Source: an optimization exercise on an open RTL-to-GDS flow (aim: small area and a short achievable clock period). Production flows keep margins and buffers that such runs may drop. Where RTL was checked, it was by simulation tests only, not by an equivalence proof against the original. Power and IR drop assume default switching activity.

Setup of rev 12:
==> flow/design.v (excerpt) <==
module t2c_maze_explorer (
    input clk,
    input rst_n,
    input left,
    mid,
    right,   
    output reg [2:0] move
);
  reg [1:0] st;         
  reg [3:0] x_pos, y_pos;
  reg [1:0] dirn;       
  reg flag2;
  reg cm;               
  reg bm;               
  reg pm;               
  reg mN, mE, mS, mW;   
  wire [80:0] mark;     
  wire idle = ~st[1] & ~st[0];
  wire decide = st[1] & ~st[0];
  wire [15:0] xa, ya;   
  genvar gi, gj;
  generate
    for (gi = 0; gi < 16; gi = gi + 1) begin : g_dec
      assign xa[gi] = (x_pos == gi);
      assign ya[gi] = (y_pos == gi);
    end
  endgenerate
  wire [8:0] xh = xa[8:0], yh = ya[8:0];
  wire [8:0] col_y;     
  wire [8:0] row_x;     
  generate
    for (gi = 0; gi < 9; gi = gi + 1) begin : g_pl
      wire [8:0] a, b;
      for (gj = 0; gj < 9; gj = gj + 1) begin : g_t
        assign a[gj] = mark[gi*9+gj] & yh[gj];
        assign b[gj] = mark[gj*9+gi] & xh[gj];
      end
      assign col_y[gi] = |a;
      assign row_x[gi] = |b;
    end
  endgenerate
  wire x_out = |xa[15:9];
  wire y_out = |ya[15:9];
  always @(posedge clk) begin
    mE <= y_out | (|(col_y[8:1] & xa[7:0])) | (|xa[14:8]) | (xa[15] & col_y[0]);
  ...
Size in the first run: about 560 cells after synthesis, roughly 8 I/O pins, about 4900 um2 of cells after synthesis.
clock: 9.0 ns
lec_check: 0
cap_margin: 20
core_margin: 2
core_utilization: 55
slew_margin: 20
standard.sh (not shown) runs the stock make flow with config.mk's settings and CLKGATE_MAP_FILE= SYNTH_SCRIPT=/design/flow/synth_recipe.tcl, a recipe that flattens the netlist after the stock synthesis.
==> flow/flow/run.sh <==
#!/bin/bash
# Own layout flow: the standard flow, except that the synthesised netlist
# comes from the same synthesis script with different ABC mapping (see
# flow/mysynth.tcl and flow/settings.sh) and without the adder-cell mapping.
# Registers (names and cell types) are those of the standard synthesis; this
# is checked below, and the standard netlist is used if they differ.
set -euo pipefail
W=$PWD
F=$W/flow
R=$W/orfs/results/$FLOW_PLATFORM/t2c_maze_explorer/base
source $F/settings.sh

bash standard.sh synth > $W/log_std_synth.txt 2>&1
cp $R/1_2_yosys.v $W/std_1_2_yosys.v

# 2. own synthesis in a separate ORFS work folder
make -C $FLOW_HOME DESIGN_CONFIG=$W/config.mk WORK_HOME=$W/own \
  CLKGATE_MAP_FILE= SYNTH_SCRIPT=$F/mysynth.tcl synth > $W/log_own_synth.txt 2>&1
OWN=$W/own/results/$FLOW_PLATFORM/t2c_maze_explorer/base/1_2_yosys.v

regs() { grep -E '^ *sky130_fd_sc_hd__(df|ed|sd)[a-z]*_[0-9]+ ' "$1" | awk '{print $1, $2}' | sed 's/_[0-9]* / /' | sort; }
regs $R/1_2_yosys.v > $W/regs_std.txt
regs $OWN > $W/regs_own.txt
if cmp -s $W/regs_std.txt $W/regs_own.txt; then
  cp $OWN $R/1_2_yosys.v
  echo "own synthesis used" > $W/log_synth_choice.txt
else
  echo "register mismatch; keeping the standard synthesis" > $W/log_synth_choice.txt
fi

# 3. the rest of the standard flow on that netlist
export SETUP_SLACK_MARGIN=$FLOW_SETUP_MARGIN
bash standard.sh > $W/log_flow.txt 2>&1
==> flow/flow/settings.sh <==
# settings for flow/run.sh
export MY_ABC_SCRIPT=$F/area.abc   # ABC script for the design
export MY_KEEP=t2c_late            # module mapped on its own, delay-driven
export MY_KEEP_D=300               # its ABC delay target (ps)
export FLOW_SETUP_MARGIN=5.5       # repair_timing setup margin (ns)
Other scripts of this flow, unchanged in this note and not shown: flow/flow/area.abc, flow/flow/mysynth.tcl
Rev 12 finished end to end and its layout was clean on timing, DRC and antenna.
The inputs of rev 13 differ from those of rev 12 as listed below.
- CORE_UTILIZATION now 70, was 55
==> flow/flow/settings.sh <==
# settings for flow/run.sh
export MY_ABC_SCRIPT=$F/area.abc   # ABC script for the design
export MY_KEEP=t2c_late            # module mapped on its own, delay-driven
export MY_KEEP_D=300               # its ABC delay target (ps)
export FLOW_SETUP_MARGIN=6.0       # repair_timing setup margin (ns)
export BUFFER_PORTS_ARGS="-buffer_cell sky130_fd_sc_hd__buf_2"   # port buffers
[summary]
On largest voltage drop on the vdd net: between rev 13 and rev 12, it ends up lower for rev 12.
As far as layout sequential cell count goes, rev 13 and rev 12 are indistinguishable; the numbers are identical.
Register share of the cell area down 4.0 points in rev 13 wrt rev 12
Summary: with rev 12 as the reference, number of tapcells in rev 13 moved down by more than a quarter.
Run comparison: rev 13 cell with the biggest individual delay on the critical path sky130_fd_sc_hd__dfstp_2; rev 12 cell with the biggest individual delay on the critical path sky130_fd_sc_hd__dfrtp_1
From rev 12 to rev 13 the numbers moved as follows: routed wire length increased by 41% relative to the old numbers; final worst-path setup slack climbed 0.091 ns; die height went down 11%; transition time at the pin with the least slew margin down 0.032 ns; number of iterations in the first detailed-routing pass shows an increase of 19.
Rev 13 ends up with a worst slack at placement that is 0.31 ns higher than in rev 12.

---

t2c_maze_explorer, a different RTL version from the one above (not shown whole).
Size: roughly 550 cells after synthesis, roughly 4800 µm² of cells after synthesis.
==> flow/config.mk <==
export PLATFORM = sky130hd
export DESIGN_NAME = t2c_maze_explorer
export DESIGN_NICKNAME = t2c_maze_explorer
export VERILOG_FILES = /design/flow/design.v
export SDC_FILE = /design/flow/constraint.sdc
export NUM_CORES = 4
export LEC_CHECK = 0
export CAP_MARGIN = 20
export CORE_MARGIN = 2
export CORE_UTILIZATION = 55
export SLEW_MARGIN = 20
==> flow/constraint.sdc <==
create_clock -name core_clock -period 9.0 [get_ports {clk}]
set_input_delay 1.8000 -clock core_clock [delete_from_list [all_inputs] [get_ports {clk}]]
set_output_delay 1.8000 -clock core_clock [all_outputs]
set_load 0.01 [all_outputs]
==> flow/flow/settings.sh <==
# settings for flow/run.sh
export MY_ABC_SCRIPT=$F/area.abc   # ABC script for the design
export MY_KEEP=t2c_late            # module mapped on its own, delay-driven
export MY_KEEP_D=300               # its ABC delay target (ps)
export FLOW_SETUP_MARGIN=6.2       # repair_timing setup margin (ns)
Scripts as last shown in full above: flow/flow/run.sh
Other scripts of this flow, unchanged in this note and not shown: flow/flow/area.abc, flow/flow/mysynth.tcl
Rerun with:
==> flow/flow/settings.sh (replaced) <==
# settings for flow/run.sh
export MY_ABC_SCRIPT=$F/area.abc   # ABC script for the design
export MY_KEEP=t2c_late            # module mapped on its own, delay-driven
export MY_KEEP_D=300               # its ABC delay target (ps)
export FLOW_SETUP_MARGIN=5.8       # repair_timing setup margin (ns)
CORE_UTILIZATION = 45   (was 55)
Setup slack gains 0.011 ns; global-route usage drops by 7.3 points; sequential share of layout area goes up by 3.4 points; cell count barely changes; first-iteration DRC count came out lower by roughly a tenth; count of clock-buffer cells in the layout rose by 1; design area falls by roughly a tenth; die area goes up by about a fifth.
Rerun with:
--- a/flow/flow/settings.sh
+++ b/flow/flow/settings.sh
@@ -1,2 +1,3 @@
+# settings for flow/run.sh
 # settings for flow/run.sh
 export MY_ABC_SCRIPT=$F/area.abc   # ABC script for the design
CORE_UTILIZATION = 52   (was 45)
Routed wire length falls by 5.1%. Sequential share of layout area rose by 0.32 points. Combinational power is about the same. Count of clock-buffer cells in the layout went down by 2. Global-route usage went up by 3.0 points.
Rerun with:
==> flow/flow/settings.sh (replaced) <==
# settings for flow/run.sh
export MY_ABC_SCRIPT=$F/area.abc   # ABC script for the design
export MY_KEEP=t2c_late            # module mapped on its own, delay-driven
export MY_KEEP_D=300               # its ABC delay target (ps)
export FLOW_SETUP_MARGIN=5.6       # repair_timing setup margin (ns)
CORE_UTILIZATION = 55   (was 52)
First-iteration DRC count shrinks by 2.9%.
Worst setup slack loses 0.30 ns.
Die area went down by 5.2%.
Core utilization rose by 1.7 points.
Rerun with:
==> flow/flow/settings.sh (replaced) <==
# settings for flow/run.sh
# settings for flow/run.sh
export MY_ABC_SCRIPT=$F/area.abc   # ABC script for the design
export MY_KEEP=t2c_late            # module mapped on its own, delay-driven
export MY_KEEP_D=300               # its ABC delay target (ps)
export FLOW_SETUP_MARGIN=5.7       # repair_timing setup margin (ns)
CORE_UTILIZATION = 50   (was 55)
After rerunning:
- worst setup slack improves by 0.15 ns
- die area goes up by 9.6%
- critical path depth stays the same
- sequential share of layout area drops by 0.61 points
- utilization shrinks by 3.8 points
- power decreases by 1.4%
- synthesized area does not change
- final cell count goes up by 2.4%
- via count went down by 2.1%
- clock skew barely changes
- clock power is lower by 10%

---

t2c_maze_explorer with an RTL version that a note above also has.
Size: about 560 cells after synthesis, about 8 I/O pins, ~0.0049 mm^2 of cells after synthesis.
Settings: LEC_CHECK=0, CAP_MARGIN=20, CORE_MARGIN=2, CORE_UTILIZATION=60, SLEW_MARGIN=20; clock period 9.0 ns.
==> flow/flow/settings.sh <==
# settings for flow/run.sh
export MY_ABC_SCRIPT=$F/area.abc   # ABC script for the design
export MY_KEEP=t2c_late            # module mapped on its own, delay-driven
export MY_KEEP_D=300               # its ABC delay target (ps)
export FLOW_SETUP_MARGIN=6.0       # repair_timing setup margin (ns)
export BUFFER_PORTS_ARGS="-buffer_cell sky130_fd_sc_hd__buf_2"   # port buffers
Scripts as last shown in full above: flow/flow/run.sh
Other scripts of this flow, unchanged in this note and not shown: flow/flow/area.abc, flow/flow/mysynth.tcl
Change:
==> flow/flow/settings.sh (replaced) <==
# settings for flow/run.sh
export MY_ABC_SCRIPT=$F/area.abc   # ABC script for the design
export FLOW_SETUP_MARGIN=6.0       # repair_timing setup margin (ns)
--- a/flow/config.mk
+++ b/flow/config.mk
@@ -8,4 +8,4 @@
 export CAP_MARGIN = 20
 export CORE_MARGIN = 2
-export CORE_UTILIZATION = 60
+export CORE_UTILIZATION = 55
 export SLEW_MARGIN = 20
Outcome: The new run passed the timing, DRC and antenna checks; fmax goes down by a little under a tenth; area after synthesis goes down by a few percent; design area goes up slightly; die area goes up by a few percent; sequential share of layout area goes down by 0.68 points; non-clock buffer count goes up by 22; register-to-register slack gets worse by 0.22 ns.

---

Setup of the previous run:
Another version of the RTL of t2c_maze_explorer (not shown whole).
Size in the first run: about 510 cells after synthesis, about 4600 sq um of cells after synthesis.
clock: 9.0 ns
lec_check: 0
cap_margin: 20
core_margin: 2
core_utilization: 40
slew_margin: 20
==> flow/flow/run.sh <==
#!/bin/bash
# Own layout flow: the standard flow, except that the synthesised netlist
# comes from the same synthesis script with a different ABC mapping script
# (flow/area.abc) and without the adder-cell mapping.  Registers (names and
# cell types) are those of the standard synthesis; this is checked below.
set -euo pipefail
W=$PWD
F=$W/flow
R=$W/orfs/results/$FLOW_PLATFORM/t2c_maze_explorer/base

bash standard.sh synth > $W/log_std_synth.txt 2>&1
cp $R/1_2_yosys.v $W/std_1_2_yosys.v

# 2. own synthesis in a separate ORFS work folder
MY_ABC_SCRIPT=$F/area.abc make -C $FLOW_HOME DESIGN_CONFIG=$W/config.mk WORK_HOME=$W/own \
  CLKGATE_MAP_FILE= SYNTH_SCRIPT=$F/mysynth.tcl synth > $W/log_own_synth.txt 2>&1
OWN=$W/own/results/$FLOW_PLATFORM/t2c_maze_explorer/base/1_2_yosys.v

regs() { grep -E '^ *sky130_fd_sc_hd__(df|ed|sd)[a-z]*_[0-9]+ ' "$1" | awk '{print $1, $2}' | sed 's/_[0-9]* / /' | sort; }
regs $R/1_2_yosys.v > $W/regs_std.txt
regs $OWN > $W/regs_own.txt
if cmp -s $W/regs_std.txt $W/regs_own.txt; then
  cp $OWN $R/1_2_yosys.v
  echo "own synthesis used" > $W/log_synth_choice.txt
else
  echo "register mismatch; keeping the standard synthesis" > $W/log_synth_choice.txt
fi

# 3. the rest of the standard flow on that netlist
export SETUP_SLACK_MARGIN=6.5
bash standard.sh > $W/log_flow.txt 2>&1
==> flow/flow/area.abc <==
strash; dch -f; amap; topo
==> flow/flow/mysynth.tcl <==
proc synth {args} { yosys synth -nofsm -noshare {*}$args }
set ::env(ADDER_MAP_FILE) ""
proc abc {args} {
  set i [lsearch -exact $args -script]
  if {$i >= 0} {
    if {[info exists ::env(MY_ABC_SCRIPT)] && $::env(MY_ABC_SCRIPT) ne ""} {
      set args [lreplace $args $i [expr {$i+1}] -script $::env(MY_ABC_SCRIPT)]
    } else {
      set args [lreplace $args $i [expr {$i+1}]]
    }
  }
  if {[info exists ::env(MY_ABC_NOD)]} {
    set j [lsearch -exact $args -D]
    if {$j >= 0} { set args [lreplace $args $j [expr {$j+1}]] }
  }
  puts "my abc: $args"
  yosys abc {*}$args
}
source $::env(SCRIPTS_DIR)/synth.tcl
# left out here: clear keep_hierarchy, flatten, clean up, hide names made inside functions, write 1_2_yosys.v
The previous run ran to completion and came out clean on the timing, DRC and antenna checks.
Input changes introduced in the current run (baseline for comparison: the previous run):
Settings: putting SETUP_SLACK_MARGIN at 5 where nothing was set.
--- a/flow/flow/run.sh
+++ b/flow/flow/run.sh
@@ -28,4 +28,3 @@
 
 # 3. the rest of the standard flow on that netlist
-export SETUP_SLACK_MARGIN=6.5
 bash standard.sh > $W/log_flow.txt 2>&1
Notes after the runs:
As far as sequential cell count goes, the previous run and the current run are indistinguishable; the numbers are identical. Relative to the previous run, the via count measured on the current run has decreased by more than 10%. Between the current run and the previous run, sequential share of layout area is higher for the current run, the previous run comes in under that. Capturing element of the worst setup path: y_pos[1] -> the previous run, mR -> the current run.
No functional check of the RTL was part of any run of this note.

---

RTL: one of the versions met above, not the one the previous note started from.
Size: roughly 550 cells after synthesis, ~8 I/O pins, ~0.0048 mm² of cells after synthesis.
Design t2c_maze_explorer, start of the top module:
module t2c_maze_explorer (
    input clk,
    input rst_n,
    input left,
    mid,
    right,   
    output reg [2:0] move
);
  reg [1:0] st;         
  reg [3:0] x_pos, y_pos;
  reg [1:0] dirn;       
  reg flag2;
  reg cm;               
  reg bm;               
  reg pm;               
  reg mN, mE, mS, mW;   
  wire [80:0] mark;     
  wire idle = ~st[1] & ~st[0];
  wire decide = st[1] & ~st[0];
  wire [15:0] xa, ya;   
  genvar gi, gj;
  generate
    for (gi = 0; gi < 16; gi = gi + 1) begin : g_dec
      assign xa[gi] = (x_pos == gi);
      assign ya[gi] = (y_pos == gi);
    end
  endgenerate
  wire [8:0] xh = xa[8:0], yh = ya[8:0];
  wire [8:0] col_y;     
  wire [8:0] row_x;     
  generate
    for (gi = 0; gi < 9; gi = gi + 1) begin : g_pl
      wire [8:0] a, b;
      for (gj = 0; gj < 9; gj = gj + 1) begin : g_t
        assign a[gj] = mark[gi*9+gj] & yh[gj];
        assign b[gj] = mark[gj*9+gi] & xh[gj];
      end
      assign col_y[gi] = |a;
      assign row_x[gi] = |b;
    end
  endgenerate
  wire x_out = |xa[15:9];
  wire y_out = |ya[15:9];
  always @(posedge clk) begin
    mE <= y_out | (|(col_y[8:1] & xa[7:0])) | (|xa[14:8]) | (xa[15] & col_y[0]);
    mW <= y_out | (|(col_y[8:0] & xa[9:1])) | xa[0] | (|xa[15:10]);
    mS <= x_out | (|(row_x[8:1] & ya[7:0])) | (|ya[14:8]) | (ya[15] & row_x[0]);
  ...
==> flow/config.mk <==
export PLATFORM = sky130hd
export DESIGN_NAME = t2c_maze_explorer
export DESIGN_NICKNAME = t2c_maze_explorer
export VERILOG_FILES = /design/flow/design.v
export SDC_FILE = /design/flow/constraint.sdc
export NUM_CORES = 4
export LEC_CHECK = 0
export CAP_MARGIN = 20
export CORE_MARGIN = 2
export CORE_UTILIZATION = 55
export SLEW_MARGIN = 20
==> flow/constraint.sdc <==
create_clock -name core_clock -period 9.0 [get_ports {clk}]
set_input_delay 1.8000 -clock core_clock [delete_from_list [all_inputs] [get_ports {clk}]]
set_output_delay 1.8000 -clock core_clock [all_outputs]
set_load 0.01 [all_outputs]
==> flow/flow/run.sh <==
#!/bin/bash
# Own layout flow: the standard flow, except that the synthesised netlist
# comes from the same synthesis script with different ABC mapping (see
# flow/mysynth.tcl and flow/settings.sh) and without the adder-cell mapping.
# Registers (names and cell types) are those of the standard synthesis; this
# is checked below, and the standard netlist is used if they differ.
set -euo pipefail
W=$PWD
F=$W/flow
R=$W/orfs/results/$FLOW_PLATFORM/t2c_maze_explorer/base
source $F/settings.sh

bash standard.sh synth > $W/log_std_synth.txt 2>&1
cp $R/1_2_yosys.v $W/std_1_2_yosys.v

# 2. own synthesis in a separate ORFS work folder
make -C $FLOW_HOME DESIGN_CONFIG=$W/config.mk WORK_HOME=$W/own \
  CLKGATE_MAP_FILE= SYNTH_SCRIPT=$F/mysynth.tcl synth > $W/log_own_synth.txt 2>&1
OWN=$W/own/results/$FLOW_PLATFORM/t2c_maze_explorer/base/1_2_yosys.v

regs() { grep -E '^ *sky130_fd_sc_hd__(df|ed|sd)[a-z]*_[0-9]+ ' "$1" | awk '{print $1, $2}' | sed 's/_[0-9]* / /' | sort; }
regs $R/1_2_yosys.v > $W/regs_std.txt
regs $OWN > $W/regs_own.txt
if cmp -s $W/regs_std.txt $W/regs_own.txt; then
  cp $OWN $R/1_2_yosys.v
  echo "own synthesis used" > $W/log_synth_choice.txt
else
  echo "register mismatch; keeping the standard synthesis" > $W/log_synth_choice.txt
fi

# 3. the rest of the standard flow on that netlist
export SETUP_SLACK_MARGIN=$FLOW_SETUP_MARGIN
bash standard.sh > $W/log_flow.txt 2>&1
==> flow/flow/settings.sh <==
# settings for flow/run.sh
export MY_ABC_SCRIPT=$F/area.abc   # ABC script for the design
export MY_KEEP=t2c_late            # module mapped on its own, delay-driven
export MY_KEEP_D=300               # its ABC delay target (ps)
export FLOW_SETUP_MARGIN=5.9       # repair_timing setup margin (ns)
Scripts as last shown in full above: flow/flow/area.abc
Other scripts of this flow, unchanged in this note and not shown: flow/flow/mysynth.tcl
Then changed:
==> flow/flow/settings.sh (replaced) <==
# settings for flow/run.sh
# settings for flow/run.sh
export MY_ABC_SCRIPT=$F/area.abc   # ABC script for the design
export MY_KEEP=t2c_late            # module mapped on its own, delay-driven
export MY_KEEP_D=300               # its ABC delay target (ps)
export FLOW_SETUP_MARGIN=5.8       # repair_timing setup margin (ns)
Settings changed: CORE_UTILIZATION 55 to 50, PLACE_DENSITY from default to 0.75.
After rerunning:
- synthesized cell count is unchanged
- worst hold slack improved by 0.026 ns
- via count drops by a few percent
- design area drops by a few percent
- clock power barely changes
- worst setup slack improved by 0.024 ns
- count of clock-buffer cells in the layout stays the same
- combinational power drops by roughly a tenth
- sequential share of layout area climbs by 2.0 points
- sequential power drops slightly
- routed wire length drops by roughly a tenth
Then changed:
--- a/flow/flow/settings.sh
+++ b/flow/flow/settings.sh
@@ -1,3 +1,2 @@
-# settings for flow/run.sh
 # settings for flow/run.sh
 export MY_ABC_SCRIPT=$F/area.abc   # ABC script for the design
Settings changed: CAP_MARGIN 20 to 0, CORE_UTILIZATION 50 to 55, PLACE_DENSITY 0.75 to default, SLEW_MARGIN 20 to 0.
After rerunning: The new run produced a clean layout; routed wire length went up by 2.4%; setup slack gets worse by 0.016 ns; via count went down by 1.1%; utilization went up by 5.5 points; sequential cell count does not change.
Then changed:
--- a/flow/flow/settings.sh
+++ b/flow/flow/settings.sh
@@ -1,2 +1,3 @@
+# settings for flow/run.sh
 # settings for flow/run.sh
 export MY_ABC_SCRIPT=$F/area.abc   # ABC script for the design
Settings changed: CAP_MARGIN 0 to 20, CORE_UTILIZATION 55 to 50, SLEW_MARGIN 0 to 20.
=> The changed run produced a clean layout. Power fell by 1.5%. Critical path depth fell by 2. Hold slack improved by 0.020 ns. Synthesized area stays the same. Clock skew stays flat. Combinational power rose by about 2%. Cell count rose by 2.3%. Die area rose by 9.6%. Non-clock buffer count fell by 6. Design area fell by 1.0%.
Then changed:
--- a/flow/flow/settings.sh
+++ b/flow/flow/settings.sh
@@ -1,3 +1,2 @@
-# settings for flow/run.sh
 # settings for flow/run.sh
 export MY_ABC_SCRIPT=$F/area.abc   # ABC script for the design
Settings changed: CORE_UTILIZATION 50 to 55.
=> The changed run finished with timing, DRC and antenna clean; register-to-register slack is about the same; count of clock-buffer cells in the layout rises by 1; synthesized area stays the same; core utilization went up by 5.5 points; die area shrinks by 8.7%; hold slack is worse by 0.020 ns; final area increases by about 1%.

-- re-timing with driven ports --
Ports are ideal in the flow. The routed layouts listed here were re-timed in OpenROAD. Step 1, drivers: a clkbuf_16 drives clk and a buf_2 each remaining input, both assumed. Step 2 times the ports against the registers' clock, not the clock port: input delays grow and output delays shrink by t, the midpoint of the rising clock arrivals with the driver on. Three values: ideal, step 1, step 2; two values: the first two.
run	t (ns)	setup WS [ns]	worst setup path after step 2	clock arrival spread, ns	cell pins on the clock port's net
rev 12	0.403	5.549 / 5.549 / 5.207	input to register	0.021 / 0.021	1
rev 13	0.402	5.640 / 5.640 / 5.348	input to register	0.018 / 0.018	1
the first run of note 2	0.412	5.862 / 5.845 / 5.433	input to register	0.012 / 0.012	1
the second run of note 2	0.422	5.873 / 5.856 / 5.466	input to register	0.015 / 0.015	1
the third run of note 2	0.406	5.914 / 5.900 / 5.520	input to register	0.019 / 0.019	1
the fourth run of note 2	0.407	5.615 / 5.615 / 5.344	input to register	0.011 / 0.011	1
the fifth run of note 2	0.409	5.764 / 5.779 / 5.370	input to register	0.012 / 0.013	1
the first run of note 3	0.406	5.788 / 5.773 / 5.367	input to register	0.011 / 0.012	1
the second run of note 3	0.413	5.544 / 5.536 / 5.123	input to register	0.012 / 0.012	1
the previous run	0.397	5.130 / 5.107 / 4.710	input to register	0.008 / 0.009	1
the current run	0.395	5.144 / 5.144 / 4.816	input to register	0.010 / 0.011	1
the first run of note 5	0.404	5.813 / 5.794 / 5.389	input to register	0.013 / 0.013	1
the second run of note 5	0.419	5.837 / 5.850 / 5.431	input to register	0.011 / 0.010	1
the third run of note 5	0.393	5.821 / 5.832 / 5.439	input to register	0.016 / 0.016	1
the fourth run of note 5	0.406	5.878 / 5.878 / 5.472	input to register	0.013 / 0.013	1
the fifth run of note 5	0.393	5.821 / 5.832 / 5.439	input to register	0.016 / 0.016	1
After both steps setup and hold are still met in every run listed. The setup slack of the first run of note 2, which loses most, moves by -0.017 ns with the drivers and by -0.429 ns with both steps.
